What follows belongs to an exercise in optimizing a design on an open flow for small area; a production flow would make more cautious choices. RTL that was checked went through simulation tests only; none was proved equivalent to the original. The RTL of runs 1 and 2 was laid out without a check of its function. In runs 5 and 6 the design's own scripts or RTL, not TritonCTS, make the clock network. The flow treats the clock pin as an ideal source. Dropping or thinning the clock tree relies on that and would not hold on a real chip. No activity file was given, so power comes from the tool's default toggle rates.

## flow/config.mk

```make
export PLATFORM = sky130hd
export DESIGN_NAME = sync_fifo_sp
export DESIGN_NICKNAME = sync_fifo_sp
export VERILOG_FILES = /design/flow/design.v
export SDC_FILE = /design/flow/constraint.sdc
export NUM_CORES = 4
export LEC_CHECK = 0
export CAP_MARGIN = 20
export CORE_MARGIN = 2
export CORE_UTILIZATION = 60
export CTS_BUF_LIST = sky130_fd_sc_hd__clkbuf_2 sky130_fd_sc_hd__clkbuf_4
export CTS_CLUSTER_SIZE = 20
export PLACE_DENSITY = 0.7
export SLEW_MARGIN = 20
export SYNTH_HIERARCHICAL = 1
export SYNTH_MINIMUM_KEEP_SIZE = 0
```

## flow/constraint.sdc

```tcl
create_clock -name core_clock -period 5.0 [get_ports {clk}]
set_input_delay 1.0000 -clock core_clock [delete_from_list [all_inputs] [get_ports {clk}]]
set_output_delay 1.0000 -clock core_clock [all_outputs]
set_load 0.01 [all_outputs]
```

## flow/design.v

```verilog
module sync_fifo_sp #(
	parameter W_WIDTH = 32,
	parameter R_WIDTH = 8,
	parameter DEPTH   = 24
)(
	input                          clk,
	input                          rst_n,
	input                          wr_en,
	input      [W_WIDTH-1:0]       din,
	input                          rd_en,
	output     [R_WIDTH-1:0]       dout,
	output                         wfull,
	output                         rempty,
	output reg [$clog2(DEPTH):0]   fifo_cnt
);
localparam AW = $clog2(DEPTH);
localparam SP = W_WIDTH / R_WIDTH;
localparam KW = $clog2(SP);
localparam NB = DEPTH * SP;           
localparam NG = NB / 3;               
localparam N4 = NG / 4;               
reg [AW-1:0] w_ptr;
reg [AW-1:0] r_ptr;
reg          busy;
reg [KW-1:0] k;
assign wfull  = fifo_cnt == DEPTH;
assign rempty = fifo_cnt == 0;
wire wacc = wr_en & ~wfull;
wire fin  = busy & (k == SP - 1);
wire racc = rd_en & ~rempty & ~(fin & (fifo_cnt == 1));
always @(posedge clk or negedge rst_n) begin
	if (~rst_n) begin
		w_ptr    <= 0;
		r_ptr    <= 0;
		busy     <= 1'b0;
		k        <= 0;
		fifo_cnt <= 0;
	end else begin
		if (wacc)
			w_ptr <= (w_ptr == DEPTH - 1) ? 0 : w_ptr + 1'b1;
		if (fin)
			r_ptr <= (r_ptr == DEPTH - 1) ? 0 : r_ptr + 1'b1;
		busy <= (busy & ~fin) | racc;
		if (busy)
			k <= k + 1'b1;
		if (wacc & ~fin)
			fifo_cnt <= fifo_cnt + 1'b1;
		else if (~wacc & fin)
			fifo_cnt <= fifo_cnt - 1'b1;
	end
end
reg  [W_WIDTH-1:0] mem   [0:DEPTH-1];
wire [W_WIDTH-1:0] mem_d [0:DEPTH-1];
wire [DEPTH-1:0]   rsel_n;
wire [SP-1:0]      ksel_n;
wire [NB-1:0]      bsel;               
genvar i, b, g;
generate
for (b = 0; b < SP; b = b + 1) begin : g_k
	assign ksel_n[b] = k != b;
end
for (i = 0; i < DEPTH; i = i + 1) begin : g_word
	wire we = wacc & (w_ptr == i);
	for (b = 0; b < W_WIDTH; b = b + 1) begin : g_bit
		fifo_ao22 u_hold (.a1(we), .a2(din[b]), .b1(~we), .b2(mem[i][b]), .y(mem_d[i][b]));
	end
	always @(posedge clk)
		mem[i] <= mem_d[i];
	assign rsel_n[i] = r_ptr != i;
	for (b = 0; b < SP; b = b + 1) begin : g_byte
		fifo_nor2 u_sel (.a(rsel_n[i]), .b(ksel_n[b]), .y(bsel[i*SP + b]));
	end
end
for (b = 0; b < R_WIDTH; b = b + 1) begin : g_out
	wire [NG-1:0] t1;
	wire [N4-1:0] t2;
	wire [1:0]    t3;
	for (g = 0; g < NG; g = g + 1) begin : g_aoi
		fifo_aoi222 u_aoi (
			.a1(bsel[3*g]),     .a2(mem[(3*g)   / SP][((3*g)   % SP)*R_WIDTH + b]),
			.b1(bsel[3*g + 1]), .b2(mem[(3*g+1) / SP][((3*g+1) % SP)*R_WIDTH + b]),
			.c1(bsel[3*g + 2]), .c2(mem[(3*g+2) / SP][((3*g+2) % SP)*R_WIDTH + b]),
			.y(t1[g]));
	end
	for (g = 0; g < N4; g = g + 1) begin : g_nand
		fifo_nand4 u_nand (.a(t1[4*g]), .b(t1[4*g+1]), .c(t1[4*g+2]), .d(t1[4*g+3]), .y(t2[g]));
	end
	fifo_nor4 u_nor0 (.a(t2[0]), .b(t2[1]), .c(t2[2]), .d(t2[3]), .y(t3[0]));
	fifo_nor4 u_nor1 (.a(t2[4]), .b(t2[5]), .c(t2[6]), .d(t2[7]), .y(t3[1]));
	fifo_nand2 u_out (.a(t3[0]), .b(t3[1]), .y(dout[b]));
end
endgenerate
endmodule
module fifo_ao22 (input a1, input a2, input b1, input b2, output y);
assign y = (a1 & a2) | (b1 & b2);
endmodule
module fifo_aoi222 (input a1, input a2, input b1, input b2, input c1, input c2, output y);
assign y = ~((a1 & a2) | (b1 & b2) | (c1 & c2));
endmodule
module fifo_nand4 (input a, input b, input c, input d, output y);
assign y = ~(a & b & c & d);
endmodule
module fifo_nor4 (input a, input b, input c, input d, output y);
assign y = ~(a | b | c | d);
endmodule
module fifo_nand2 (input a, input b, output y);
assign y = ~(a & b);
endmodule
module fifo_nor2 (input a, input b, output y);
assign y = ~(a | b);
endmodule
```

## flow/run.sh

```bash
#!/bin/bash
# synth_recipe.tcl (not shown) runs the flow's synth.tcl, then flattens the netlist and writes it again
# the make line also repeats each setting of config.mk as NAME=value (left out here)
make -C /OpenROAD-flow-scripts/flow DESIGN_CONFIG=/design/flow/config.mk WORK_HOME=/design/flow/orfs CLKGATE_MAP_FILE= SYNTH_SCRIPT=/design/flow/synth_recipe.tcl finish
```

==> impl_metrics.env, run 1 <==
export IMPL_status="finished with violations"
export IMPL_so_violations="negative setup slack"
export IMPL_drt_initial_drc_count=4938
export IMPL_fillers=3273
export IMPL_cp_endpoint="dout[3]"
export IMPL_grt_max_degree=33
export IMPL_power_switching_mw=7.59
export IMPL_routed_wl_um=102000
export IMPL_drt_vias_per_instance=7.59
export IMPL_yosysSeqAreaShare=0.577
export IMPL_cp_buffers_inverters=4
export IMPL_grt_first_pass_wirelength_um=150000
export IMPL_cts_reportedPaths_clkPinSlew_ns=0.07
export IMPL_max_freq_mhz=197
export IMPL_start_kind="register"
export IMPL_initial_utilization=0.606
export IMPL_syn_avg_cell_area_sq_um=12.5
export IMPL_cts_buffer_depth=3
export IMPL_drv_cap=0
export IMPL_finalHoldViolations=0
export IMPL_yosysTopAreaCell="dfxtp_1"
export IMPL_p_int_mw=15.4
export IMPL_fin_area_sq_um=32500
export IMPL_rr_startpoint="w_ptr[0]$_DFFE_PN0P_"
export IMPL_dr_pass1_iters=11
export IMPL_synthAdderAreaFrac=0.00866
export IMPL_wl_per_cell_um=31.0
export IMPL_ir_drop_v=0.000414
export IMPL_regArea_sq_um=15900
export IMPL_r2r_end="mem[18][25]$_DFF_P_"
export IMPL_synth_distinct_cells=38
export IMPL_clkSinkCount=787
export IMPL_power_density_nw_per_um2=706
export IMPL_p_leak_nw=13.7
export IMPL_grt_overflow_total=0
export IMPL_r2r_setup_slack_ns=2.10
export IMPL_crit_path_start="k[0]$_DFFE_PN0P_"
export IMPL_setup_ws_ns=-0.0884
export IMPL_worstPathCellList="buf_6 -> ha_2 -> clkinvlp_4 -> buf_4 -> nor2_4 -> a222oi_1 -> nand4_1 -> nor4_2 -> nand2_1 -> dlygate4sd2_1"
export IMPL_final_max_slew_viol_count=0
export IMPL_setup_violations_final=2
export IMPL_clkLatencyLatePin_ns=1.10
export IMPL_synth_area_sq_um=27500
export IMPL_synth_fp_nets=2247
export IMPL_ant_nets=0
export IMPL_clkPwrFrac=0.241
export IMPL_die_area_sq_um=47500
export IMPL_die_h_um=218
export IMPL_place_ws_ns=0.375
export IMPL_synth_top_area_share=0.560
export IMPL_die_x_um=218
export IMPL_hpwl_um=57200
export IMPL_finalCritPeriodShare=1.02
export IMPL_rsz0062_at_grt="yes"
export IMPL_syn_inst=2192
export IMPL_power_frac_comb=0.267
export IMPL_cpMaxStageDelayCell="a222oi_1"
export IMPL_max_slew_margin_rel=0.140
export IMPL_path_max_fanout=8
export IMPL_holdWs_ns=0.466
export IMPL_multi_input_area_sq_um=11800
export IMPL_final_nets=2597
export IMPL_seqPwrFrac=0.492
export IMPL_ios=52
export IMPL_root_buffer="clkbuf_4"
export IMPL_cts_made_buffers=191
export IMPL_core_area_sq_um=45300
export IMPL_yosys_area_share_xor_xnor=0.00287
export IMPL_yosys_warnings=9
export IMPL_placed_cell_area_sq_um=29200
export IMPL_num_rows=78
export IMPL_crit_family="simple AND/OR/NAND/NOR gates"
export IMPL_worst_pin_slew_ns=1.29
export IMPL_hold_path_class="input port to async pin"
export IMPL_vias=25000
export IMPL_numPortBuffers=51
export IMPL_synth_area_mux_share=0.00242
export IMPL_p_sw_frac=0.331
export IMPL_critPathMaxStageDelay_ns=0.61
export IMPL_synth_area_leaders="dfxtp_1 (56%), a22o_1 (25%), a222oi_1 (9.3%)"
export IMPL_drive_gt1_frac=0.206
export IMPL_drc=0
export IMPL_gp_congestion=0.923
export IMPL_worstSetupPathType="register to output pin"
export IMPL_grt_usage=0.420
export IMPL_cp_depth=10
export IMPL_ff2ff_path_depth=6
export IMPL_layout_min_cycle_time_ns=5.09
export IMPL_synth_compound_area_frac=0.342
export IMPL_cp_required_ns=4.00
export IMPL_cp_arrival_ns=4.09
export IMPL_tritoncts="built"
export IMPL_htree_levels=4
export IMPL_area_growth_syn_to_layout_pct=18.4
export IMPL_crit_path_end_kind="output pin"
export IMPL_grt_pass1_vias=23600
export IMPL_antenna_found_initial=2
export IMPL_ys_seq_elements=787
export IMPL_synth_top_family_by_area="compound AO/OA/AOI/OAI gates"
export IMPL_synthSimpleGateAreaFrac=0.0617
export IMPL_fin_worst_skew_ns=0.0654
worst min-delay path by stage:
stage	start	to	slack (ns)	cells past startpoint
final	rst_n	w_ptr[0]$_DFFE_PN0P_	0.47	2
after global routing	rst_n	fifo_cnt[0]$_DFFE_PN0P_	0.47	2
after CTS	rst_n	fifo_cnt[0]$_DFFE_PN0P_	0.46	1
after detailed placement	mem[2][0]$_DFF_P_	mem[2][0]$_DFF_P_	0.45	1
after global placement	mem[10][16]$_DFF_P_	mem[10][16]$_DFF_P_	0.45	1
after floorplan	mem[0][0]$_DFF_P_	mem[0][0]$_DFF_P_	0.44	1
worst register-to-register path, delay by kind of cell, from the launching register on:
kind	cells	cell delay, ns
and+or+nand+nor	2	1.41
DFF	1	0.44
buffers and inverters	2	0.45
AOI/OAI and AO/OA	1	0.21
adders and majority gates	1	0.30
modules after synthesis, one instance, submodules excluded:
module | flip-flops and latches | cells inside | copies in the design
fifo_ao22 | 0 | 1 | 768
fifo_nand2 | 0 | 1 | 8
fifo_nand4 | 0 | 1 | 64
fifo_nor2 | 0 | 1 | 96
fifo_aoi222 | 0 | 1 | 256
fifo_nor4 | 0 | 1 | 16
sync_fifo_sp | 787 | 984 | 1
final cells by class:
class / count / share of cell area
clock inverter: 68 / 0.0144
timing repair buffer: 174 / 0.0443
tap: 600 / 0.0231
clock buffer: 277 / 0.0640
sequential: 787 / 0.488
multi-input combinational: 1372 / 0.364
inverter: 16 / 0.00212
antenna: 6 / 0.000462
cells in the final DEF (no fill, tap or decap), drive strengths merged, types with 3 or more instances in the layout:
cell / netlist / routed
a22o: 769 / 769
clkinv: 0 / 56
nor2: 104 / 104
and3: 11 / 11
nand4: 79 / 79
diode: 0 / 6
and4: 10 / 10
dfrtp: 19 / 19
a222oi: 256 / 256
xor2: 7 / 7
clkinvlp: 0 / 5
o21ai: 4 / 4
mux2: 5 / 5
and2: 4 / 4
clkbuf: 12 / 279
nor2b: 13 / 13
nor4: 17 / 17
dfxtp: 768 / 768
ha: 19 / 19
buf: 5 / 142
nand2: 26 / 26
inv: 16 / 16
and4b: 5 / 5
clkdlybuf4s50: 0 / 27
nand4b: 3 / 3
nand3: 21 / 21
a21oi: 4 / 4
bufinv: 0 / 7
cell usage after synthesis, drive strengths merged:
cell / number
buf: 5
dfrtp: 19
xor2: 7
nor4: 17
or4b: 1
mux2i: 1
and4: 10
clkbuf: 12
nor2b: 13
nand2: 26
a221oi: 1
o31ai: 1
nand4: 79
or4: 1
ha: 19
a22o: 769
o21ai: 4
and2: 4
and4bb: 1
a222oi: 256
nand3: 21
or3: 2
nand3b: 1
nor3: 1
nand4b: 3
inv: 16
dfxtp: 768
xnor2: 2
and3: 11
a21o: 2
and4b: 5
a21oi: 4
nor2: 104
a21boi: 1
mux2: 5
sequential cells by signal (all words and copies together) (netlist names):
signal and cells:
busy 1, fifo_cnt 6, k 2, mem 768
r_ptr 5, w_ptr 5
kinds of logic (layout without fill, tap and decap cells):
| logic type | Yosys count | after routing |
|---|---|---|
| AO/OA/AOI/OAI | 1038 | 1038 |
| flip-flops | 787 | 787 |
| XOR/XNOR | 9 | 9 |
| buffers and inverters | 33 | 535 |
| AND/OR/NAND/NOR | 300 | 300 |
| multiplexers | 6 | 6 |
| other | 0 | 6 |
| adder cells (fa/ha/maj) | 19 | 19 |
routing by layer:
metal  vias to the layer above  GRT usage  routed length [um]
met3                       346      0.116               14300
met4                         0      0.223                5140
li1                      10400          -                   -
met1                     12300      0.600               40700
met5                         -          0                   0
met2                      2024      0.575               42000
power groups by stage:
stage	Sequential [mW]	Combinational (mW)	Clock, mW
4_1_cts	11.2	5.72	5.57
3_3_place_gp	11.2	5.21	0
2_1_floorplan	10.6	3.74	0
6_report	11.3	6.14	5.53
3_5_place_dp	11.2	5.43	0
5_1_grt	11.5	6.48	5.90
metrics by stage:
stage	util	total power, mW	cells	TNS [ns]
CTS	0.711	22.5	3270	-0.00701
finish	0.718	23.0	3300	-0.121
detailed placement	0.645	16.6	2909	0
floorplan	-	14.3	2192	0
global placement	0.645	16.4	2909	0
global route	0.718	23.9	3300	-0.248
timing repair:
action	in CTS	in global routing
gates cloned	0	1
pin swaps	77	35
gates resized for setup	126	30
hold buffers	0	1
endpoints found under the setup margin	8	8
hold endpoints to repair	0	19
buffers inserted	16	22
==> run 2, diff against run 1 <==
--- a/flow/config.mk
+++ b/flow/config.mk
@@ -9,6 +9,5 @@
 export CORE_MARGIN = 2
-export CORE_UTILIZATION = 60
-export CTS_BUF_LIST = sky130_fd_sc_hd__clkbuf_2 sky130_fd_sc_hd__clkbuf_4
-export CTS_CLUSTER_SIZE = 20
-export PLACE_DENSITY = 0.7
+export CORE_UTILIZATION = 50
+export CTS_BUF_LIST = sky130_fd_sc_hd__clkbuf_4 sky130_fd_sc_hd__clkbuf_8
+export PLACE_DENSITY = 0.6
 export SLEW_MARGIN = 20
==> run 2 against run 1 <==
Still fails the layout checks on negative setup slack. Critical path type unchanged. Clock power grew 9.8%. Sequential power is essentially flat. Largest power group unchanged. Highest routed layer unchanged. Critical path depth shrank 1. Count of clock-buffer cells in the layout shrank 70. Utilization shrank 12 points.
==> impl_metrics.env, run 2 <==
export IMPL_status="finished with violations"
export IMPL_so_violations="negative setup slack"
export IMPL_area_growth_syn_to_layout_pct=18.6
export IMPL_regArea_sq_um=15900
export IMPL_top_usage_layer="met2"
export IMPL_clkLatencyLatePin_ns=0.82
export IMPL_max_slew_margin_rel=0.163
export IMPL_yosysSeqAreaShare=0.577
export IMPL_gp_congestion=0.942
export IMPL_fin_util=0.603
export IMPL_synth_distinct_cells=38
export IMPL_cts_buffer_depth=3
export IMPL_synth_area_sq_um=27500
export IMPL_synth_fp_nets=2247
export IMPL_layout_commonest_cell="a22o_1"
export IMPL_synth_most_common_cell="a22o_1"
export IMPL_clkSinkCount=787
export IMPL_dr_pass1_iters=8
export IMPL_synth_area_leaders="dfxtp_1 (56%), a22o_1 (25%), a222oi_1 (9.3%)"
export IMPL_routed_wl_um=109000
export IMPL_drt_vias_per_instance=7.42
export IMPL_synth_top_area_share=0.560
export IMPL_yosysTopAreaCell="dfxtp_1"
export IMPL_path_max_fanout=8
export IMPL_fin_cells=3255
export IMPL_met2_usage=0.529
export IMPL_wl_per_cell_um=33.6
export IMPL_max_flop_register="mem"
export IMPL_synth_edff_count=0
export IMPL_syn_avg_cell_area_sq_um=12.5
export IMPL_r2r_setup_slack_ns=2.00
export IMPL_die_x_um=238
export IMPL_hpwl_um=60000
export IMPL_ant_nets=0
export IMPL_finalHoldViolations=0
export IMPL_multi_input_area_sq_um=11700
export IMPL_cp_required_ns=4.00
export IMPL_cts_reportedPaths_clkPinSlew_ns=0.07
export IMPL_grt_usage=0.375
export IMPL_reg_top3="mem: 768 flops, fifo_cnt: 6 flops"
export IMPL_hold_path_class="input port to async pin"
export IMPL_cp_arrival_ns=4.03
export IMPL_grt_first_pass_wirelength_um=156000
export IMPL_worst_pin_slew_ns=1.26
export IMPL_tritoncts="built"
export IMPL_start_kind="register"
export IMPL_finalCritPeriodShare=1.01
export IMPL_crit_path_end_kind="output pin"
export IMPL_met3_usage=0.110
export IMPL_final_nets=2514
export IMPL_die_area_sq_um=56800
export IMPL_vias=24200
export IMPL_power_density_nw_per_um2=716
export IMPL_grt_max_degree=33
export IMPL_syn_inst=2192
export IMPL_ys_seq_elements=787
export IMPL_fillers=4480
export IMPL_worstSetupPathType="register to output pin"
export IMPL_place_ws_ns=0.394
export IMPL_drc=0
export IMPL_initial_utilization=0.508
export IMPL_ios=52
export IMPL_core_area_sq_um=54000
export IMPL_die_h_um=238
export IMPL_num_rows=85
export IMPL_drive_gt1_frac=0.172
export IMPL_max_freq_mhz=199
export IMPL_setup_ws_ns=-0.0252
export IMPL_grt_pass1_vias=22800
export IMPL_ff2ff_path_depth=7
export IMPL_p_leak_nw=13.7
export IMPL_dp_cells=3010
export IMPL_yosys_warnings=9
export IMPL_htree_levels=4
export IMPL_layout_min_cycle_time_ns=5.03
export IMPL_drv_cap=0
export IMPL_setup_violations_final=1
export IMPL_grt_overflow_total=0
export IMPL_fin_worst_skew_ns=0.0373
export IMPL_async_flop_share=0.0241
export IMPL_numPortBuffers=51
export IMPL_ys_flop_type="dfxtp_1"
export IMPL_antenna_found_initial=0
export IMPL_final_cell_mix="a22o_1 (769), dfxtp_1 (768), a222oi_1 (256), clkbuf_8 (174), buf_4 (89)"
export IMPL_largest_reg_flops=768
export IMPL_final_max_slew_viol_count=0
export IMPL_root_buffer="clkbuf_8"
export IMPL_cts_made_buffers=131
export IMPL_ir_drop_v=0.000348
export IMPL_drt_initial_drc_count=4091
export IMPL_grtUsageMet1=0.525
export IMPL_synthTopCellsByCount="a22o_1 (769), dfxtp_1 (768), a222oi_1 (256), nor2_1 (104), nand4_1 (79)"
## run 2: cell counts after synthesis
No cell type changed its count.
## run 2: repair_timing
action / CTS / global route
cloned: 1 / 2
hold buffers: 0 / 0
gates resized for setup: 52 / 29
setup buffers: 3 / 6
endpoints found under the setup margin: 8 / 8
pin swaps: 66 / 39
## run 2: worst paths after layout
check | start | end
worst max-delay path | r_ptr[1]$_DFFE_PN0P_ | dout[2]
worst min-delay path | rst_n | k[0]$_DFFE_PN0P_
worst max register to register | fifo_cnt[0]$_DFFE_PN0P_ | mem[8][23]$_DFF_P_
worst min register to register | mem[4][19]$_DFF_P_ | mem[4][19]$_DFF_P_
max in group asynchronous | rst_n | r_ptr[0]$_DFFE_PN0P_
min in group core_clock | mem[4][19]$_DFF_P_ | mem[4][19]$_DFF_P_
## run 2: stage by stage
stage	TNS [ns]	hold WS [ns]	area, sq um	power, mW
6_report	-0.0252	0.195	32600	23.3
5_1_grt	-0.00570	0.198	32600	24.3
4_1_cts	-0.0959	0.154	32300	23.0
3_5_place_dp	0	0.451	29300	16.8
3_3_place_gp	0	0.450	29300	16.6
2_1_floorplan	0	0.438	27500	14.3
## run 2: where the power goes
part           internal [mW]  switching [mW]
Sequential              9.34            1.87
Clock                   3.41            2.67
Combinational           3.01            3.03
Total                   15.8            7.57
## run 2: worst max-delay path, cell delays in order, from the launching register on
cell	delay (ns)
dfrtp_2	0.45
ha_4	0.19
and4b_2	0.27
inv_4	0.13
nor2_2	0.10
a222oi_1	0.66
nand4_1	0.51
nor4_2	0.40
nand2_1	0.17
dlygate4sd2_1	0.32
## run 2: area by class of cell
type / count / area share
sequential: 787 / 0.487
multi-input combinational: 1372 / 0.359
clock buffer: 207 / 0.0812
timing repair buffer: 151 / 0.0381
tap: 696 / 0.0267
clock inverter: 25 / 0.00561
inverter: 16 / 0.00211
antenna: 1 / 0.0000769
## run 2: per-layer routing
layer | up-vias | wire length, um
met4 | 0 | 4930
met1 | 12100 | 44700
met5 | - | 0
met3 | 283 | 13500
li1 | 10100 | -
met2 | 1629 | 46200
## run 2: cells by family after synthesis
logic type,after synthesis,synth area share
DFF,787,0.577
muxes,6,0.00242
buffers and inverters,33,0.00488
xor gates and xnor gates,9,0.00287
and+or+nand+nor,300,0.0617
AOI/OAI and AO/OA,1038,0.342
adders and majority gates,19,0.00866
## run 2: Yosys stat by module, one instance, submodules excluded
| module | cell area, sq um | cells | flops+latches | times used |
|---|---|---|---|---|
| fifo_nand4 | 6.26 | 1 | 0 | 64 |
| fifo_nand2 | 3.75 | 1 | 0 | 8 |
| fifo_nor4 | 12.5 | 1 | 0 | 16 |
| fifo_nor2 | 3.75 | 1 | 0 | 96 |
| fifo_aoi222 | 10.0 | 1 | 0 | 256 |
| sync_fifo_sp | 17200 | 984 | 787 | 1 |
| fifo_ao22 | 8.76 | 1 | 0 | 768 |
==> run 3, diff against run 2 <==
--- a/flow/design.v
+++ b/flow/design.v
@@ -22,10 +22,13 @@
 reg [AW-1:0] w_ptr;
-reg [AW-1:0] r_ptr;
+reg [AW-1:0] r_ptr;       
+reg [KW-1:0] k;           
 reg          busy;
-reg [KW-1:0] k;
+reg [R_WIDTH-1:0] dout_q;
 assign wfull  = fifo_cnt == DEPTH;
 assign rempty = fifo_cnt == 0;
+assign dout   = dout_q;
 wire wacc = wr_en & ~wfull;
-wire fin  = busy & (k == SP - 1);
+wire fin  = busy & (k == 0);
 wire racc = rd_en & ~rempty & ~(fin & (fifo_cnt == 1));
+wire busy_d = (busy & ~fin) | racc;
 always @(posedge clk or negedge rst_n) begin
@@ -40,7 +43,8 @@
 			w_ptr <= (w_ptr == DEPTH - 1) ? 0 : w_ptr + 1'b1;
-		if (fin)
-			r_ptr <= (r_ptr == DEPTH - 1) ? 0 : r_ptr + 1'b1;
-		busy <= (busy & ~fin) | racc;
-		if (busy)
+		busy <= busy_d;
+		if (busy_d) begin
 			k <= k + 1'b1;
+			if (k == SP - 1)
+				r_ptr <= (r_ptr == DEPTH - 1) ? 0 : r_ptr + 1'b1;
+		end
 		if (wacc & ~fin)
@@ -56,2 +60,3 @@
 wire [NB-1:0]      bsel;               
+wire [R_WIDTH-1:0] rd_byte;
 genvar i, b, g;
@@ -89,5 +94,7 @@
 	fifo_nor4 u_nor1 (.a(t2[4]), .b(t2[5]), .c(t2[6]), .d(t2[7]), .y(t3[1]));
-	fifo_nand2 u_out (.a(t3[0]), .b(t3[1]), .y(dout[b]));
+	fifo_nand2 u_out (.a(t3[0]), .b(t3[1]), .y(rd_byte[b]));
 end
 endgenerate
+always @(posedge clk)
+	dout_q <= rd_byte;
 endmodule
--- a/flow/config.mk
+++ b/flow/config.mk
@@ -9,5 +9,7 @@
 export CORE_MARGIN = 2
-export CORE_UTILIZATION = 50
-export CTS_BUF_LIST = sky130_fd_sc_hd__clkbuf_4 sky130_fd_sc_hd__clkbuf_8
-export PLACE_DENSITY = 0.6
+export CORE_UTILIZATION = 55
+export CTS_BUF_LIST = sky130_fd_sc_hd__clkbuf_8
+export CTS_CLUSTER_DIAMETER = 50
+export CTS_CLUSTER_SIZE = 16
+export PLACE_DENSITY = 0.65
 export SLEW_MARGIN = 20
==> run 3 against run 2 <==
Now clean on timing, DRC and antenna. Count of clock-buffer cells in the layout down 129. Fmax up 41%. First-iteration DRC count rose by 0.88%. Routed wire length shrank 13%. Critical path depth is 1 lower. Via count down 5.4%. Sequential power about the same. Combinational power shrank 18%. Synthesized cell count rose by 0.73%. Largest power group unchanged.
==> impl_metrics.env, run 3 <==
export IMPL_synth_area_leaders="dfxtp_1 (56%), a22o_1 (24%), a222oi_1 (9.3%)"
export IMPL_grt_usage=0.350
export IMPL_dr_pass1_iters=8
export IMPL_drv_cap=0
export IMPL_cp_endpoint="dout_q[6]$_DFF_P_"
export IMPL_synth_top_area_share=0.564
export IMPL_drt_vias_per_instance=7.46
export IMPL_dp_cells=2954
export IMPL_drt_initial_drc_count=4127
export IMPL_cts_reportedPaths_clkPinSlew_ns=0.10
export IMPL_synth_area_mux_share=0.00241
export IMPL_routed_wl_um=94700
export IMPL_vias=22900
export IMPL_seqPwrFrac=0.558
export IMPL_tritoncts="built"
export IMPL_max_freq_mhz=280
export IMPL_rsz0062_at_grt="no"
export IMPL_cpMaxStageDelayCell="nor4_2"
export IMPL_grt_max_degree=34
export IMPL_crit_path_start="k[0]$_DFFE_PN0P_"
export IMPL_holdWs_ns=0.478
export IMPL_worstPathCellList="inv_1 -> ha_1 -> inv_1 -> nor2_1 -> a222oi_1 -> nand4_1 -> nor4_2 -> nand2_1"
export IMPL_grt_first_pass_wirelength_um=139000
export IMPL_grtUsageMet1=0.516
export IMPL_yosysTopAreaCell="dfxtp_1"
export IMPL_start_kind="register"
export IMPL_root_buffer="clkbuf_8"
export IMPL_wl_per_cell_um=30.9
export IMPL_finalPower_mw=19.9
export IMPL_synth_compound_area_frac=0.340
export IMPL_ys_flop_type="dfxtp_1"
export IMPL_finalHoldViolations=0
export IMPL_synth_area_sq_um=27500
export IMPL_async_flop_share=0.0239
export IMPL_die_h_um=228
export IMPL_yosys_warnings=9
export IMPL_synth_most_common_cell="dfxtp_1"
export IMPL_reg_top3="mem: 768 flops, dout_q: 8 flops, fifo_cnt: 6 flops"
export IMPL_power_switching_mw=6.35
export IMPL_cpMostUsedCell="inv_1"
export IMPL_critPathMaxStageDelay_ns=0.74
export IMPL_ios=52
export IMPL_cts_made_buffers=68
export IMPL_synthAdderAreaFrac=0.00863
export IMPL_synth_top_family_by_area="compound AO/OA/AOI/OAI gates"
export IMPL_post_cts_buffers=0
export IMPL_path_max_fanout=14
export IMPL_clkLatencyLatePin_ns=0.68
export IMPL_gp_congestion=0.831
export IMPL_clkSinkCount=795
export IMPL_hold_path_class="register to register"
export IMPL_max_slew_margin_rel=0.260
export IMPL_power_density_nw_per_um2=657
export IMPL_fin_worst_skew_ns=0.0289
export IMPL_synthTopCellsByCount="dfxtp_1 (776), a22o_1 (768), a222oi_1 (256), nor2_1 (114), nand4_1 (65)"
export IMPL_cts_resized_gates=0
export IMPL_cp_depth=8
export IMPL_syn_avg_cell_area_sq_um=12.5
export IMPL_final_max_slew_viol_count=0
export IMPL_crit_path_end_kind="register"
export IMPL_setup_tns_ns=0
export IMPL_area_growth_syn_to_layout_pct=10.1
export IMPL_grt_pass1_vias=21300
export IMPL_synth_distinct_cells=43
export IMPL_yosysSeqAreaShare=0.581
export IMPL_p_int_mw=13.6
export IMPL_power_frac_comb=0.249
export IMPL_cp_required_ns=5.51
export IMPL_r2r_setup_slack_ns=1.42
export IMPL_core_area_sq_um=49800
export IMPL_drive_gt1_frac=0.0886
export IMPL_antenna_found_initial=0
export IMPL_max_flop_register="mem"
export IMPL_layout_commonest_cell="dfxtp_1"
export IMPL_cp_arrival_ns=4.09
export IMPL_die_x_um=228
export IMPL_top_usage_layer="met1"
export IMPL_rr_startpoint="k[0]$_DFFE_PN0P_"
export IMPL_synth_fp_nets=2263
export IMPL_status="no timing/DRC/antenna violations"
export IMPL_met2_usage=0.510
export IMPL_worstSetupPathType="register to register"
export IMPL_synthSimpleGateAreaFrac=0.0589
export IMPL_p_sw_frac=0.319
export IMPL_ant_nets=0
export IMPL_htree_levels=3
export IMPL_p_leak_nw=12.6
export IMPL_final_cell_mix="dfxtp_1 (776), a22o_1 (768), a222oi_1 (256), nor2_1 (106), clkbuf_8 (78)"
export IMPL_finalCritPeriodShare=0.715
export IMPL_numPortBuffers=51
export IMPL_ir_drop_v=0.000405
export IMPL_ff2ff_path_depth=8
export IMPL_yosys_area_share_xor_xnor=0.00286
export IMPL_cts_buffer_depth=3
export IMPL_largest_reg_flops=768
export IMPL_cp_buffers_inverters=2
export IMPL_drc=0
export IMPL_r2r_end="dout_q[6]$_DFF_P_"
export IMPL_layout_min_cycle_time_ns=3.58
export IMPL_die_area_sq_um=51900
export IMPL_postCtsHoldBufs=0
export IMPL_synth_edff_count=0
export IMPL_worst_pin_slew_ns=1.11
export IMPL_met3_usage=0.0630
export IMPL_fin_cells=3066
export IMPL_final_nets=2407
export IMPL_grt_overflow_total=0
export IMPL_num_rows=82
export IMPL_crit_family="simple AND/OR/NAND/NOR gates"
export IMPL_setup_violations_final=0
export IMPL_initial_utilization=0.554
export IMPL_ys_seq_elements=795
export IMPL_syn_inst=2208
export IMPL_clkPwrFrac=0.193
export IMPL_hpwl_um=54200
-- run 3: metal layers --
metal	vias to the layer above	wire, um
met1	11400	40700
li1	9775	-
met3	215	10200
met5	-	0
met2	1451	40400
met4	0	3480
-- run 3: power by group through the flow --
stage / Clock [mW] / Combinational (mW) / Sequential (mW)
6_report: 3.84 / 4.97 / 11.1
5_1_grt: 4.13 / 5.31 / 11.4
4_1_cts: 3.86 / 4.87 / 11.0
3_5_place_dp: 0 / 4.85 / 11.1
3_3_place_gp: 0 / 4.68 / 11.0
2_1_floorplan: 0 / 3.55 / 10.6
-- run 3: area by class of cell --
class	instances	area [sq um]
diodes	1	2.50
clock buffers	78	1070
clock inverters	33	287
fillers	4033	19400
inverters	26	97.6
multi-input cells	1375	11400
flip-flops and latches	795	16000
well taps	672	841
repair buffers	86	618
-- run 3: cells by family after synthesis --
kind of cell               after synthesis
buffers and inverters                   38
muxes                                    5
AOI/OAI and AO/OA                     1035
DFF                                    795
and+or+nand+nor                        307
adders and majority gates               19
xor gates and xnor gates                 9
-- run 3: through the flow --
stage,cell area (sq um),utilization,setup WS (ns)
6_report,30300,0.610,1.42
2_1_floorplan,27500,-,1.90
3_3_place_gp,29000,0.582,1.22
4_1_cts,30300,0.609,1.08
5_1_grt,30300,0.610,1.27
3_5_place_dp,29000,0.582,1.08
-- run 3: worst register-to-register path, delay by kind of cell (launching register included) --
family | cells | cell delay, ns
buffers and inverters | 2 | 0.65
adders and majority gates | 1 | 0.22
DFF | 1 | 0.38
AOI/OAI and AO/OA | 1 | 0.49
and+or+nand+nor | 4 | 1.70
-- run 3: worst min-delay path by stage --
stage,from,end,slack [ns],cells past startpoint
6_report,mem[12][10]$_DFF_P_,mem[12][10]$_DFF_P_,0.48,1
4_1_cts,mem[11][7]$_DFF_P_,mem[11][7]$_DFF_P_,0.48,1
2_1_floorplan,mem[0][0]$_DFF_P_,mem[0][0]$_DFF_P_,0.44,1
5_1_grt,mem[22][19]$_DFF_P_,mem[22][19]$_DFF_P_,0.48,1
3_5_place_dp,mem[1][18]$_DFF_P_,mem[1][18]$_DFF_P_,0.45,1
3_3_place_gp,mem[19][23]$_DFF_P_,mem[19][23]$_DFF_P_,0.45,1
-- run 3: per-module statistics from Yosys, one instance, submodules excluded --
module	copies in the design	cells	flops+latches
fifo_ao22	768	1	0
fifo_aoi222	256	1	0
fifo_nand2	8	1	0
fifo_nand4	64	1	0
fifo_nor2	96	1	0
fifo_nor4	16	1	0
sync_fifo_sp	1	1000	795
==> run 4, diff against run 3 <==
==> flow/flow/run.sh (new file) <==
#!/bin/bash
# The standard layout (bash standard.sh), with two changes:
#  - clock tree synthesis without dummy loads on the clock tree;
#  - port buffers of the smallest buffer cell (repair may still resize them).
set -euo pipefail
cd "$(dirname "$0")/.."
export CTS_ARGS="-sink_clustering_enable -repair_clock_nets -buf_list sky130_fd_sc_hd__clkbuf_8 -sink_clustering_size 16 -sink_clustering_max_diameter 50 -dont_use_dummy_load"
export BUFFER_PORTS_ARGS="-buffer_cell sky130_fd_sc_hd__buf_1"
bash standard.sh > standard.log 2>&1
==> flow/standard.sh (new file) <==
#!/bin/bash
# synth_recipe.tcl (not shown) runs the flow's synth.tcl, then flattens the netlist and writes it again
# the make line also repeats each setting of config.mk as NAME=value (left out here)
make -C /OpenROAD-flow-scripts/flow DESIGN_CONFIG=/design/flow/config.mk WORK_HOME=/design/flow/orfs CLKGATE_MAP_FILE= SYNTH_SCRIPT=/design/flow/synth_recipe.tcl "${@:-finish}"
removed: flow/run.sh
==> run 4 against run 3 <==
Still clean on timing, DRC and antenna. Routed wire length rose by 1.2%. Synthesized area did not move. Clock power fell by 16%. Critical path depth did not move. Count of clock-buffer cells in the layout fell by 10. Synthesized cell count did not move. Register-to-register slack got worse by 0.20 ns. Sequential share of layout area rose by 1.0 points. Sequential cell count did not move. Final cell count fell by 1.6%.
==> impl_metrics.env, run 4 <==
export IMPL_async_flop_share=0.0239
export IMPL_largest_reg_flops=768
export IMPL_ys_flop_type="dfxtp_1"
export IMPL_synth_area_sq_um=27500
export IMPL_ir_drop_v=0.000348
export IMPL_fin_worst_skew_ns=0.0774
export IMPL_final_cell_mix="dfxtp_1 (776), a22o_1 (768), a222oi_1 (256), nor2_1 (106), clkbuf_8 (68)"
export IMPL_cts_resized_gates=0
export IMPL_drive_gt1_frac=0.0751
export IMPL_worstSetupPathType="register to register"
export IMPL_synth_area_leaders="dfxtp_1 (56%), a22o_1 (24%), a222oi_1 (9.3%)"
export IMPL_synth_distinct_cells=43
export IMPL_max_flop_register="mem"
export IMPL_grt_pass1_vias=21300
export IMPL_ant_nets=0
export IMPL_hpwl_um=54800
export IMPL_initial_utilization=0.554
export IMPL_drt_initial_drc_count=4208
export IMPL_root_buffer="clkbuf_8"
export IMPL_cp_arrival_ns=4.31
export IMPL_grt_usage=0.358
export IMPL_finalCritPeriodShare=0.756
export IMPL_final_nets=2400
export IMPL_path_max_fanout=13
export IMPL_status="no timing/DRC/antenna violations"
export IMPL_critPathMaxStageDelay_ns=0.65
export IMPL_final_max_slew_viol_count=0
export IMPL_gp_congestion=0.886
export IMPL_clkLatencyLatePin_ns=0.69
export IMPL_holdWs_ns=0.284
export IMPL_die_h_um=228
export IMPL_drc=0
export IMPL_worst_pin_slew_ns=1.23
export IMPL_layout_commonest_cell="dfxtp_1"
export IMPL_wl_per_cell_um=31.8
export IMPL_setup_tns_ns=0
export IMPL_num_rows=82
export IMPL_crit_path_end_kind="register"
export IMPL_grt_first_pass_wirelength_um=141000
export IMPL_cpMaxStageDelayCell="a222oi_1"
export IMPL_worstPathCellList="ha_1 -> inv_1 -> buf_4 -> nor2_1 -> a222oi_1 -> nand4_1 -> nor4_2 -> nand2_1"
export IMPL_start_kind="register"
export IMPL_r2r_setup_slack_ns=1.22
export IMPL_ys_seq_elements=795
export IMPL_max_freq_mhz=265
export IMPL_vias=22800
export IMPL_core_area_sq_um=49800
export IMPL_wl_met1_um=40800
export IMPL_dr_pass1_iters=9
export IMPL_tritoncts="built"
export IMPL_layout_min_cycle_time_ns=3.78
export IMPL_yosys_warnings=9
export IMPL_synth_edff_count=0
export IMPL_syn_inst=2208
export IMPL_rsz0062_at_grt="no"
export IMPL_drt_vias_per_instance=7.56
export IMPL_postCtsHoldBufs=0
export IMPL_power_density_nw_per_um2=648
export IMPL_grt_overflow_total=0
export IMPL_cts_buffer_depth=3
export IMPL_synthTopCellsByCount="dfxtp_1 (776), a22o_1 (768), a222oi_1 (256), nor2_1 (114), nand4_1 (65)"
export IMPL_yosysSeqAreaShare=0.581
export IMPL_htree_levels=3
export IMPL_cp_buffers_inverters=2
export IMPL_post_cts_buffers=0
export IMPL_clkSinkCount=795
export IMPL_cts_made_buffers=68
export IMPL_yosysTopAreaCell="dfxtp_1"
export IMPL_die_area_sq_um=51900
export IMPL_grt_max_degree=34
export IMPL_synth_fp_nets=2263
export IMPL_top_layer="met4"
export IMPL_finalHoldViolations=0
export IMPL_wl_met3_um=10900
export IMPL_syn_avg_cell_area_sq_um=12.5
export IMPL_area_growth_syn_to_layout_pct=8.03
export IMPL_crit_family="simple AND/OR/NAND/NOR gates"
export IMPL_die_x_um=228
export IMPL_fillers=4053
export IMPL_cp_required_ns=5.53
export IMPL_numPortBuffers=51
export IMPL_routed_wl_um=95900
export IMPL_synth_most_common_cell="dfxtp_1"
export IMPL_p_leak_nw=12.3
export IMPL_synth_top_area_share=0.564
export IMPL_drv_cap=0
export IMPL_hold_path_class="input port to async pin"
export IMPL_reg_top3="mem: 768 flops, dout_q: 8 flops, fifo_cnt: 6 flops"
export IMPL_met2_length_um=41000
export IMPL_cts_reportedPaths_clkPinSlew_ns=0.09
export IMPL_max_slew_margin_rel=0.180
export IMPL_antenna_found_initial=1
export IMPL_setup_violations_final=0
export IMPL_ios=52
[run 4: per-module statistics from Yosys, one instance, submodules excluded, a selection]
module / flip-flops and latches / cell area, sq um / cells inside
fifo_nor4: 0 / 12.5 / 1
sync_fifo_sp: 795 / 17300 / 1000
fifo_ao22: 0 / 8.76 / 1
fifo_aoi222: 0 / 10.0 / 1
fifo_nor2: 0 / 3.75 / 1
fifo_nand2: 0 / 3.75 / 1
[run 4: worst reg2reg max path, stage by stage (launching register included)]
cell	delay, ns
dfrtp_1	0.41
ha_1	0.28
inv_1	0.63
buf_4	0.38
nor2_1	0.25
a222oi_1	0.66
nand4_1	0.37
nor4_2	0.58
nand2_1	0.12
[run 4: layer usage]
layer | global-route usage | vias to the layer above
met5 | 0 | -
li1 | - | 9727
met2 | 0.523 | 1434
met3 | 0.0691 | 195
met1 | 0.529 | 11400
met4 | 0.122 | 0
[run 4: worst paths after layout]
check | from | to | cells past startpoint
max | k[0]$_DFFE_PN0P_ | dout_q[0]$_DFF_P_ | 8
min | rst_n | fifo_cnt[3]$_DFFE_PN0P_ | 2
max reg2reg | k[0]$_DFFE_PN0P_ | dout_q[0]$_DFF_P_ | 8
min reg2reg | mem[23][24]$_DFF_P_ | mem[23][24]$_DFF_P_ | 1
max in group asynchronous | rst_n | r_ptr[0]$_DFFE_PN0P_ | 2
min in group core_clock | mem[23][24]$_DFF_P_ | mem[23][24]$_DFF_P_ | 1
[run 4: cell families (layout without fill, tap and decap cells)]
kind of cell,after synthesis,count (layout),synth area share
other cells,0,1,0
xor+xnor,9,9,0.00286
mux,5,5,0.00241
compound gates,1035,1035,0.340
flops,795,795,0.581
buf+inv,38,173,0.00613
simple gates,307,307,0.0589
fa+ha+maj,19,19,0.00863
[run 4: power breakdown]
group          internal (mW)  leakage, nW  switching (mW)
registers               9.37         6.68            1.75
logic                   2.51         5.14            2.43
clock network           1.22        0.489            2.01
total                   13.1         12.3            6.19
[run 4: area by class of cell]
class | instances | area (sq um) | share of cell area
Tap cell | 672 | 841 | 0.0283
Inverter | 26 | 97.6 | 0.00328
Antenna cell | 1 | 2.50 | 0.0000841
Timing Repair Buffer | 79 | 449 | 0.0151
Multi-Input combinational cell | 1375 | 11400 | 0.384
Clock buffer | 68 | 936 | 0.0315
Sequential cell | 795 | 16000 | 0.538
[run 4: metrics by stage]
step	setup slack (ns)	instances	area, sq um	utilization	power, mW
finish	1.22	3016	29800	0.598	19.3
global route	1.15	3016	29800	0.598	20.2
CTS	1.42	3014	29700	0.597	19.1
detailed placement	1.41	2946	28800	0.578	15.9
global placement	1.45	2946	28800	0.578	15.7
floorplan	1.90	2208	27500	-	14.2
==> run 5, diff against run 4 <==
==> flow/flow/run.sh (replaced) <==
#!/bin/bash
# The standard layout (bash standard.sh), with two changes:
#  - the clock tree is built by cts_tree.tcl (sourced as the PRE_CTS hook, it
#    replaces clock_tree_synthesis): flip-flops split by recursive bisection
#    into groups of CTREE_LEAF_SIZE, each driven by one inverter, the leaf
#    inverters grouped under mid-level inverters, all under one root buffer;
#  - port buffers of the smallest buffer cell (repair may still resize them).
set -euo pipefail
cd "$(dirname "$0")/.."
export PRE_CTS_TCL="$PWD/flow/cts_tree.tcl"
export CTREE_LEAF_CELL=sky130_fd_sc_hd__inv_8
export CTREE_LEAF_SIZE=20
export CTREE_MID_CELL=sky130_fd_sc_hd__inv_12
export CTREE_MID_SIZE=5
export CTREE_ROOT_CELL=sky130_fd_sc_hd__clkbuf_16
export BUFFER_PORTS_ARGS="-buffer_cell sky130_fd_sc_hd__buf_1"
bash standard.sh > standard.log 2>&1
==> flow/flow/cts_tree.tcl (new file) <==
# Clock tree built in place of clock_tree_synthesis (sourced as the PRE_CTS hook).
# The flip-flops are split by recursive bisection of their placement into compact
# groups of at most CTS_LEAF_SIZE; each group gets one leaf buffer at its centre.
# The leaf buffers are grouped the same way under mid-level buffers, which a
# single root buffer next to the clock port's load centre drives. Every register
# sees the same number of buffer levels.

proc ctree_env {name default} {
  if {[info exists ::env($name)] && $::env($name) ne ""} { return $::env($name) }
  return $default
}

proc ctree_bisect {items maxn} {
  set n [llength $items]
  if {$n <= $maxn} { return [list $items] }
  set g [expr {($n + $maxn - 1) / $maxn}]
  set g1 [expr {$g / 2}]
  set k [expr {int(round(double($n) * $g1 / $g))}]
  set xs [lmap it $items {lindex $it 0}]
  set ys [lmap it $items {lindex $it 1}]
  set dx [expr {[tcl::mathfunc::max {*}$xs] - [tcl::mathfunc::min {*}$xs]}]
  set dy [expr {[tcl::mathfunc::max {*}$ys] - [tcl::mathfunc::min {*}$ys]}]
  set axis [expr {$dx >= $dy ? 0 : 1}]
  set sorted [lsort -integer -index $axis $items]
  return [concat [ctree_bisect [lrange $sorted 0 [expr {$k - 1}]] $maxn] \
                 [ctree_bisect [lrange $sorted $k end] $maxn]]
}

proc ctree_centre {items} {
  set sx 0; set sy 0
  foreach it $items { set sx [expr {$sx + [lindex $it 0]}]; set sy [expr {$sy + [lindex $it 1]}] }
  set n [llength $items]
  return [list [expr {$sx / $n}] [expr {$sy / $n}]]
}

proc ctree_buffer {block master name x y innet outnet} {
  set inst [odb::dbInst_create $block $master $name]
  set w [$master getWidth]; set h [$master getHeight]
  $inst setLocation [expr {int($x - $w / 2)}] [expr {int($y - $h / 2)}]
  $inst setPlacementStatus PLACED
  [$inst findITerm A] connect $innet
  set out [$inst findITerm X]
  if {$out eq "NULL" || $out eq ""} { set out [$inst findITerm Y] }
  $out connect $outnet
  return $inst
}

proc clock_tree_synthesis {args} {
  set db [ord::get_db]
  set block [ord::get_db_block]
  set leaf_master [$db findMaster [ctree_env CTREE_LEAF_CELL sky130_fd_sc_hd__clkbuf_4]]
  set mid_master  [$db findMaster [ctree_env CTREE_MID_CELL sky130_fd_sc_hd__clkbuf_8]]
  set root_master [$db findMaster [ctree_env CTREE_ROOT_CELL sky130_fd_sc_hd__clkbuf_16]]
  set leaf_size [ctree_env CTREE_LEAF_SIZE 16]
  set mid_size  [ctree_env CTREE_MID_SIZE 8]

  set clknet [$block findNet clk]
  set sinks {}
  foreach it [$clknet getITerms] {
    set inst [$it getInst]
    set box [$inst getBBox]
    lappend sinks [list [expr {([$box xMin] + [$box xMax]) / 2}] \
                        [expr {([$box yMin] + [$box yMax]) / 2}] $it]
  }
  puts "ctree: [llength $sinks] clock sinks"

  # leaves
  set leaves {}
  set i 0
  foreach grp [ctree_bisect $sinks $leaf_size] {
    lassign [ctree_centre $grp] cx cy
    set net [odb::dbNet_create $block "clknet_leaf_$i"]
    $net setSigType CLOCK
    foreach s $grp { set it [lindex $s 2]; $it disconnect; $it connect $net }
    lappend leaves [list $cx $cy $i]
    incr i
  }
  # mid level (none when CTREE_MID_SIZE is 0: the root drives the leaves)
  set rootnet [odb::dbNet_create $block "clknet_root"]
  $rootnet setSigType CLOCK
  if {$mid_size == 0} {
    foreach l $leaves {
      lassign $l lx ly li
      ctree_buffer $block $leaf_master "clkbuf_leaf_$li" $lx $ly $rootnet [$block findNet "clknet_leaf_$li"]
    }
    lassign [ctree_centre $leaves] cx cy
    ctree_buffer $block $root_master "clkbuf_root" $cx $cy $clknet $rootnet
    puts "ctree: [llength $leaves] leaf buffers, 1 root buffer"
    global_connect
    set_propagated_clock [all_clocks]
    return
  }
  set mids {}
  set j 0
  foreach grp [ctree_bisect $leaves $mid_size] {
    lassign [ctree_centre $grp] cx cy
    set net [odb::dbNet_create $block "clknet_mid_$j"]
    $net setSigType CLOCK
    foreach l $grp {
      lassign $l lx ly li
      ctree_buffer $block $leaf_master "clkbuf_leaf_$li" $lx $ly $net [$block findNet "clknet_leaf_$li"]
    }
    ctree_buffer $block $mid_master "clkbuf_mid_$j" $cx $cy $rootnet $net
    lappend mids [list $cx $cy $j]
    incr j
  }
  lassign [ctree_centre $mids] cx cy
  ctree_buffer $block $root_master "clkbuf_root" $cx $cy $clknet $rootnet
  puts "ctree: [llength $leaves] leaf buffers, [llength $mids] mid buffers, 1 root buffer"
  global_connect
  set_propagated_clock [all_clocks]
}
==> run 5 against run 4 <==
Design area down 1.1%. Highest routed layer unchanged. Setup slack worse by 0.0013 ns. Global-route usage down 0.71 points. Synthesized area unchanged. Sequential cell count unchanged. Still clean. Clock skew down 0.062 ns. Utilization down 0.67 points. Worst hold slack better by 0.083 ns.
==> impl_metrics.env, run 5 <==
export IMPL_num_rows=82
export IMPL_max_flop_register="mem"
export IMPL_grt_overflow_total=0
export IMPL_drive_gt1_frac=0.0676
export IMPL_max_freq_mhz=265
export IMPL_fillers=4085
export IMPL_numPortBuffers=51
export IMPL_area_growth_syn_to_layout_pct=6.82
export IMPL_yosysSeqAreaShare=0.581
export IMPL_worstSetupPathType="register to register"
export IMPL_syn_inst=2208
export IMPL_fin_cells=2996
export IMPL_hpwl_um=54800
export IMPL_grt_max_degree=34
export IMPL_die_area_sq_um=51900
export IMPL_cp_endpoint="dout_q[3]$_DFF_P_"
export IMPL_drc=0
export IMPL_die_h_um=228
export IMPL_ys_flop_type="dfxtp_1"
export IMPL_cts_reportedPaths_clkPinSlew_ns=0.10
export IMPL_cp_arrival_ns=4.22
export IMPL_synth_fp_nets=2263
export IMPL_grt_pass1_vias=21100
export IMPL_ant_nets=0
export IMPL_fin_worst_skew_ns=0.0156
export IMPL_rsz0062_at_grt="no"
export IMPL_status="no timing/DRC/antenna violations"
export IMPL_vias=22800
export IMPL_dr_pass1_iters=8
export IMPL_crit_path_start="k[0]$_DFFE_PN0P_"
export IMPL_wl_per_cell_um=31.8
export IMPL_final_cell_mix="dfxtp_1 (776), a22o_1 (768), a222oi_1 (256), nor2_1 (106), nand4_1 (65)"
export IMPL_ios=52
export IMPL_crit_path_end_kind="register"
export IMPL_worst_pin_slew_ns=1.25
export IMPL_async_flop_share=0.0239
export IMPL_dp_cells=2946
export IMPL_rr_startpoint="k[0]$_DFFE_PN0P_"
export IMPL_initial_utilization=0.554
export IMPL_routed_wl_um=95300
export IMPL_p_leak_nw=12.1
export IMPL_synthTopCellsByCount="dfxtp_1 (776), a22o_1 (768), a222oi_1 (256), nor2_1 (114), nand4_1 (65)"
export IMPL_gp_congestion=0.886
export IMPL_yosysTopAreaCell="dfxtp_1"
export IMPL_drv_cap=0
export IMPL_layout_min_cycle_time_ns=3.78
export IMPL_layout_commonest_cell="dfxtp_1"
export IMPL_finalCritPeriodShare=0.756
export IMPL_clkLatencyLatePin_ns=0.58
export IMPL_final_max_slew_viol_count=0
export IMPL_grt_usage=0.351
export IMPL_final_nets=2381
export IMPL_cp_required_ns=5.44
export IMPL_finalHoldViolations=0
export IMPL_largest_reg_flops=768
export IMPL_die_x_um=228
export IMPL_r2r_setup_slack_ns=1.22
export IMPL_synth_area_sq_um=27500
export IMPL_r2r_end="dout_q[3]$_DFF_P_"
export IMPL_setup_violations_final=0
export IMPL_start_kind="register"
export IMPL_synth_most_common_cell="dfxtp_1"
export IMPL_power_density_nw_per_um2=640
export IMPL_core_area_sq_um=49800
export IMPL_grt_first_pass_wirelength_um=140000
export IMPL_ir_drop_v=0.000394
export IMPL_yosys_warnings=9
export IMPL_syn_avg_cell_area_sq_um=12.5
export IMPL_synth_edff_count=0
export IMPL_drt_vias_per_instance=7.59
export IMPL_path_max_fanout=14
export IMPL_setup_tns_ns=0
export IMPL_postCtsHoldBufs=0
export IMPL_ff2ff_path_depth=9
export IMPL_cts_resized_gates=0
export IMPL_synth_top_area_share=0.564
export IMPL_post_cts_buffers=0
export IMPL_diodes=0
export IMPL_synth_area_leaders="dfxtp_1 (56%), a22o_1 (24%), a222oi_1 (9.3%)"
export IMPL_drt_initial_drc_count=4505
export IMPL_reg_top3="mem: 768 flops, dout_q: 8 flops, fifo_cnt: 6 flops"
export IMPL_hold_path_class="input port to async pin"
export IMPL_synth_distinct_cells=43
export IMPL_max_slew_margin_rel=0.170
export IMPL_ys_seq_elements=795
export IMPL_antenna_found_initial=0
## run 5: cell counts after synthesis
Identical to the previous run, type by type.
## run 5: cell families after synthesis
group                      after synthesis  share of synthesized area
AOI/OAI and AO/OA                     1035                      0.340
xor gates and xnor gates                 9                    0.00286
adders and majority gates               19                    0.00863
buffers and inverters                   38                    0.00613
DFF                                    795                      0.581
muxes                                    5                    0.00241
and+or+nand+nor                        307                     0.0589
## run 5: worst min-delay path by stage
stage	from	endpoint	slack, ns
floorplan	mem[0][0]$_DFF_P_	mem[0][0]$_DFF_P_	0.44
global placement	mem[9][0]$_DFF_P_	mem[9][0]$_DFF_P_	0.45
detailed placement	mem[13][16]$_DFF_P_	mem[13][16]$_DFF_P_	0.45
CTS	rst_n	fifo_cnt[4]$_DFFE_PN0P_	0.35
global route	rst_n	fifo_cnt[4]$_DFFE_PN0P_	0.39
finish	rst_n	fifo_cnt[4]$_DFFE_PN0P_	0.37
## run 5: where the power goes
group          switching [mW]  total (mW)  internal [mW]
logic                    2.42        4.93           2.51
registers                1.75        11.1           9.37
clock network            2.39        2.79          0.401
## run 5: per-layer routing
metal	GRT usage	up-vias	wire (um)
met5	0	-	0
met4	0.118	0	3650
met3	0.0746	208	11400
met2	0.511	1473	40300
met1	0.516	11400	40000
li1	-	9721	-
## run 5: Yosys stat by module (local to each module, per instance), excerpt
module	flip-flops and latches	cells
sync_fifo_sp	795	1000
fifo_nor4	0	1
fifo_aoi222	0	1
fifo_nand4	0	1
fifo_nand2	0	1
fifo_nor2	0	1
## run 5: through the flow
| step | area, sq um | util | power, mW | hold slack, ns | setup slack [ns] |
|---|---|---|---|---|---|
| after floorplan | 27500 | - | 14.2 | 0.438 | 1.90 |
| after detailed placement | 28800 | 0.578 | 15.9 | 0.451 | 1.41 |
| final | 29400 | 0.591 | 18.8 | 0.367 | 1.22 |
| after global routing | 29400 | 0.591 | 19.8 | 0.387 | 1.11 |
| after global placement | 28800 | 0.578 | 15.7 | 0.450 | 1.45 |
| after CTS | 29400 | 0.591 | 18.7 | 0.353 | 1.38 |
## run 5: worst max-delay path, stage by stage (launching register included)
cell and delay, ns:
dfrtp_1 0.39, inv_1 0.09, ha_1 0.22, inv_1 0.66, buf_4 0.39, nor2_1 0.21, a222oi_1 0.55, nand4_1 0.33
nor4_2 0.69, nand2_1 0.11
## run 5: cell type report
cell class / instances / area (sq um) / area share
Timing Repair Buffer: 79 / 449 / 0.0153
Buffer: 1 / 25.0 / 0.000850
Tap cell: 672 / 841 / 0.0286
Sequential cell: 795 / 16000 / 0.544
Multi-Input combinational cell: 1375 / 11400 / 0.388
Inverter: 74 / 678 / 0.0230
==> run 6, diff against run 5 <==
--- a/flow/design.v
+++ b/flow/design.v
@@ -13,3 +13,3 @@
 	output                         rempty,
-	output reg [$clog2(DEPTH):0]   fifo_cnt
+	output     [$clog2(DEPTH):0]   fifo_cnt
 );
@@ -26,4 +26,6 @@
 reg [R_WIDTH-1:0] dout_q;
-assign wfull  = fifo_cnt == DEPTH;
-assign rempty = fifo_cnt == 0;
+reg [AW-1:0] cnt;         
+assign fifo_cnt = {1'b0, cnt};
+assign wfull  = cnt[AW-1] & cnt[AW-2];
+assign rempty = cnt == 0;
 assign dout   = dout_q;
@@ -31,3 +33,3 @@
 wire fin  = busy & (k == 0);
-wire racc = rd_en & ~rempty & ~(fin & (fifo_cnt == 1));
+wire racc = rd_en & ~rempty & ~(fin & (cnt == 1));
 wire busy_d = (busy & ~fin) | racc;
@@ -39,3 +41,3 @@
 		k        <= 0;
-		fifo_cnt <= 0;
+		cnt      <= 0;
 	end else begin
@@ -50,5 +52,5 @@
 		if (wacc & ~fin)
-			fifo_cnt <= fifo_cnt + 1'b1;
+			cnt <= cnt + 1'b1;
 		else if (~wacc & fin)
-			fifo_cnt <= fifo_cnt - 1'b1;
+			cnt <= cnt - 1'b1;
 	end
@@ -62,3 +64,13 @@
 genvar i, b, g;
+wire [7:0] wlo, rlo;
+wire [2:0] whi, rhi;
 generate
+for (i = 0; i < 8; i = i + 1) begin : g_lo
+	assign wlo[i] = w_ptr[2:0] == i;
+	assign rlo[i] = r_ptr[2:0] == i;
+end
+for (i = 0; i < 3; i = i + 1) begin : g_hi
+	assign whi[i] = wacc & (w_ptr[AW-1:3] == i);
+	assign rhi[i] = r_ptr[AW-1:3] == i;
+end
 for (b = 0; b < SP; b = b + 1) begin : g_k
@@ -67,5 +79,7 @@
 for (i = 0; i < DEPTH; i = i + 1) begin : g_word
-	wire we = wacc & (w_ptr == i);
+	wire we, wen;
+	fifo_nand2 u_wdec (.a(whi[i / 8]), .b(wlo[i % 8]), .y(wen));
+	fifo_inv   u_winv (.a(wen), .y(we));
 	for (b = 0; b < W_WIDTH; b = b + 1) begin : g_bit
-		fifo_ao22 u_hold (.a1(we), .a2(din[b]), .b1(~we), .b2(mem[i][b]), .y(mem_d[i][b]));
+		fifo_ao22 u_hold (.a1(we), .a2(din[b]), .b1(wen), .b2(mem[i][b]), .y(mem_d[i][b]));
 	end
@@ -73,3 +87,3 @@
 		mem[i] <= mem_d[i];
-	assign rsel_n[i] = r_ptr != i;
+	fifo_nand2 u_rdec (.a(rhi[i / 8]), .b(rlo[i % 8]), .y(rsel_n[i]));
 	for (b = 0; b < SP; b = b + 1) begin : g_byte
@@ -81,3 +95,3 @@
 	wire [N4-1:0] t2;
-	wire [1:0]    t3;
+	wire [3:0]    t3;
 	for (g = 0; g < NG; g = g + 1) begin : g_aoi
@@ -92,5 +106,6 @@
 	end
-	fifo_nor4 u_nor0 (.a(t2[0]), .b(t2[1]), .c(t2[2]), .d(t2[3]), .y(t3[0]));
-	fifo_nor4 u_nor1 (.a(t2[4]), .b(t2[5]), .c(t2[6]), .d(t2[7]), .y(t3[1]));
-	fifo_nand2 u_out (.a(t3[0]), .b(t3[1]), .y(rd_byte[b]));
+	for (g = 0; g < 4; g = g + 1) begin : g_nor
+		fifo_nor2 u_nor (.a(t2[2*g]), .b(t2[2*g+1]), .y(t3[g]));
+	end
+	fifo_nand4 u_out (.a(t3[0]), .b(t3[1]), .c(t3[2]), .d(t3[3]), .y(rd_byte[b]));
 end
@@ -109,4 +124,4 @@
 endmodule
-module fifo_nor4 (input a, input b, input c, input d, output y);
-assign y = ~(a | b | c | d);
+module fifo_inv (input a, output y);
+assign y = ~a;
 endmodule
==> run 6 against run 5 <==
Design area shrank 0.68%. Clock power barely moved. Largest power group unchanged. Worst hold slack improved by 0.024 ns. Register-to-register slack improved by 0.45 ns. Still clean. Clock skew grew 0.0018 ns. Utilization grew 0.57 points. Largest cell class unchanged. Synthesized cell count down 0.27%.
==> impl_metrics.env, run 6 <==
export IMPL_status="no timing/DRC/antenna violations"
export IMPL_reg_top3="mem: 768 flops, dout_q: 8 flops"
export IMPL_clkPwrFrac=0.156
export IMPL_synth_top_area_share=0.569
export IMPL_yosysTopAreaCell="dfxtp_1"
export IMPL_synth_edff_count=0
export IMPL_synth_fp_nets=2258
export IMPL_hpwl_um=53500
export IMPL_synth_most_common_cell="dfxtp_1"
export IMPL_max_flop_register="mem"
export IMPL_start_kind="register"
export IMPL_seqPwrFrac=0.596
export IMPL_yosysSeqAreaShare=0.585
export IMPL_drc=0
export IMPL_worstSetupPathType="register to register"
export IMPL_drv_cap=0
export IMPL_die_h_um=227
export IMPL_hold_path_class="input port to async pin"
export IMPL_postCtsHoldBufs=0
export IMPL_layout_min_cycle_time_ns=3.33
export IMPL_diodes=0
export IMPL_routed_wl_um=92700
export IMPL_grt_overflow_total=0
export IMPL_largest_reg_flops=768
export IMPL_path_max_fanout=10
export IMPL_wl_met3_um=10500
export IMPL_power_frac_comb=0.248
export IMPL_ant_nets=0
export IMPL_numPortBuffers=50
export IMPL_yosys_warnings=9
export IMPL_worst_pin_slew_ns=1.23
export IMPL_max_slew_margin_rel=0.179
export IMPL_power_switching_mw=6.10
export IMPL_critPathMaxStageDelay_ns=0.50
export IMPL_ys_flop_type="dfxtp_1"
export IMPL_cpMaxStageDelayCell="a222oi_1"
export IMPL_wl_per_cell_um=30.9
export IMPL_grt_pass1_vias=20800
export IMPL_worstPathCellList="inv_1 -> ha_1 -> inv_1 -> buf_4 -> nor2_1 -> a222oi_1 -> nand4_1 -> nor2_1 -> nand4_1"
export IMPL_grt_usage=0.348
export IMPL_async_flop_share=0.0227
export IMPL_fin_cells=2995
export IMPL_area_growth_syn_to_layout_pct=7.01
export IMPL_p_int_mw=11.7
export IMPL_die_x_um=227
export IMPL_synthTopCellsByCount="dfxtp_1 (776), a22o_1 (768), a222oi_1 (256), nor2_1 (130), nand4_1 (76)"
export IMPL_ios=52
export IMPL_setup_violations_final=0
export IMPL_layout_commonest_cell="dfxtp_1"
export IMPL_syn_inst=2202
export IMPL_fin_area_sq_um=29200
export IMPL_syn_avg_cell_area_sq_um=12.4
export IMPL_ir_drop_v=0.000314
export IMPL_p_sw_frac=0.343
export IMPL_final_cell_mix="dfxtp_1 (776), a22o_1 (768), a222oi_1 (256), nor2_1 (130), nand4_1 (76)"
export IMPL_setup_tns_ns=0
export IMPL_crit_family="simple AND/OR/NAND/NOR gates"
export IMPL_drt_vias_per_instance=7.55
export IMPL_dp_cells=2946
export IMPL_placed_cell_area_sq_um=28600
export IMPL_synth_area_sq_um=27300
export IMPL_wl_met1_um=39000
export IMPL_core_area_sq_um=49000
export IMPL_met2_length_um=40100
export IMPL_fin_worst_skew_ns=0.0174
export IMPL_cp_buffers_inverters=3
export IMPL_num_rows=81
export IMPL_cts_resized_gates=0
export IMPL_power_density_nw_per_um2=608
export IMPL_crit_path_end_kind="register"
export IMPL_gp_congestion=0.897
export IMPL_drt_initial_drc_count=3675
export IMPL_initial_utilization=0.558
export IMPL_finalHoldViolations=0
export IMPL_fin_util=0.597
export IMPL_cp_required_ns=5.37
export IMPL_post_cts_buffers=0
export IMPL_synth_area_leaders="dfxtp_1 (57%), a22o_1 (25%), a222oi_1 (9.4%)"
export IMPL_grt_max_degree=34
export IMPL_synth_distinct_cells=41
export IMPL_cts_reportedPaths_clkPinSlew_ns=0.11
export IMPL_ys_seq_elements=794
export IMPL_vias=22600
export IMPL_antenna_found_initial=2
export IMPL_dr_pass1_iters=9
export IMPL_p_leak_nw=12.0
export IMPL_fillers=4021
export IMPL_final_max_slew_viol_count=0
export IMPL_final_nets=2389
export IMPL_finalCritPeriodShare=0.665
export IMPL_grt_first_pass_wirelength_um=136000
export IMPL_die_area_sq_um=51400
export IMPL_top_layer="met5"
export IMPL_drive_gt1_frac=0.0523
export IMPL_cp_arrival_ns=3.70
export IMPL_rsz0062_at_grt="no"
export IMPL_max_freq_mhz=301
export IMPL_clkLatencyLatePin_ns=0.57
[run 6: cell type report]
| cell class | count | area (sq um) | area share |
|---|---|---|---|
| multi-input combinational | 1364 | 11200 | 0.382 |
| inverter | 89 | 739 | 0.0253 |
| tap | 664 | 831 | 0.0284 |
| sequential | 794 | 16000 | 0.547 |
| timing repair buffer | 83 | 488 | 0.0167 |
| buffer | 1 | 25.0 | 0.000856 |
[run 6: cells by family (layout without fill, tap and decap cells)]
family	Yosys count	in the layout	share of synthesized area
compound gates	1041	1041	0.344
flops	794	794	0.585
simple gates	291	291	0.0506
buf+inv	44	173	0.00637
fa+ha+maj	20	20	0.00916
xor+xnor	6	6	0.00192
mux	5	5	0.00215
other cells	1	1	0.000137
[run 6: final timing paths]
kind	start	end	slack (ns)	cells after the start
worst max-delay path	k[0]$_DFFE_PN0P_	dout_q[1]$_DFF_P_	1.67	9
worst min-delay path	rst_n	r_ptr[2]$_DFFE_PN0P_	0.39	2
worst max register to register	k[0]$_DFFE_PN0P_	dout_q[1]$_DFF_P_	1.67	9
worst min register to register	mem[4][15]$_DFF_P_	mem[4][15]$_DFF_P_	0.48	1
max in group asynchronous	rst_n	cnt[1]$_DFFE_PN0P_	4.37	2
min in group core_clock	mem[4][15]$_DFF_P_	mem[4][15]$_DFF_P_	0.48	1
[run 6: power groups by stage]
stage	Sequential [mW]	Combinational, mW	Clock [mW]
2_1_floorplan	10.2	3.08	0
3_3_place_gp	10.5	4.15	0
3_5_place_dp	10.6	4.33	0
4_1_cts	10.5	4.33	2.81
5_1_grt	10.9	4.73	3.03
6_report	10.6	4.41	2.77
[run 6: modules after synthesis, one instance, submodules excluded]
module,area (sq um),copies in the design,flip-flops and latches
fifo_nand2,3.75,48,0
sync_fifo_sp,16800,1,794
fifo_nand4,6.26,72,0
fifo_ao22,8.76,768,0
fifo_nor2,3.75,128,0
fifo_aoi222,10.0,256,0
fifo_inv,3.75,24,0
[run 6: metal layers]
metal  track usage  vias to the layer above
li1              -                     9673
met1         0.521                    11300
met2         0.520                     1419
met3        0.0509                      192
met4        0.0989                        4
met5             0                        -
[run 6: through the flow]
stage	hold slack [ns]	total power, mW	setup WS, ns
6_report	0.390	17.8	1.67
5_1_grt	0.418	18.6	1.63
4_1_cts	0.385	17.7	1.76
3_5_place_dp	0.451	14.9	1.45
3_3_place_gp	0.450	14.7	1.48
2_1_floorplan	0.438	13.3	1.78
[run 6: worst register-to-register path: stages (launching register included)]
cell      delay (ns)
dfrtp_1         0.44
inv_1           0.08
ha_1            0.26
inv_1           0.38
buf_4           0.32
nor2_1          0.20
a222oi_1        0.50
nand4_1         0.37
nor2_1          0.31
nand4_1         0.26

==> separate check: timing with driven ports <==
The results above use ideal ports. As a check the final layouts listed here were re-extracted and re-timed, cells and wires unchanged.
Step 1 assumes that a clkbuf_16 drives the clock port and a buf_2 every other input.
Step 2, shift: input delay + t, output delay - t, t = (earliest + latest rising clock arrival at the registers) / 2. This alone moves slack from input paths to output paths.
a / b / c = ideal ports / drivers / drivers and shift; a / b = the first two.
run	t, ns	slack for setup (ns)	latest minus earliest clock arrival (ns)	worst slew at a driven data input, ns
run 1	1.123	-0.088 / -0.145 / 0.978	0.076 / 0.076	0.04
run 2	0.865	-0.025 / -0.084 / 0.780	0.037 / 0.037	0.03
run 3	0.720	1.425 / 1.411 / 1.278	0.029 / 0.030	0.04
run 4	0.704	1.222 / 1.222 / 1.222	0.077 / 0.078	0.03
run 5	0.632	1.221 / 1.221 / 1.221	0.020 / 0.020	0.03
run 6	0.623	1.673 / 1.673 / 1.377	0.018 / 0.018	0.08
The setup slack of run 6, which loses most, moves by 0.000 ns with the drivers and by -0.296 ns with both steps.
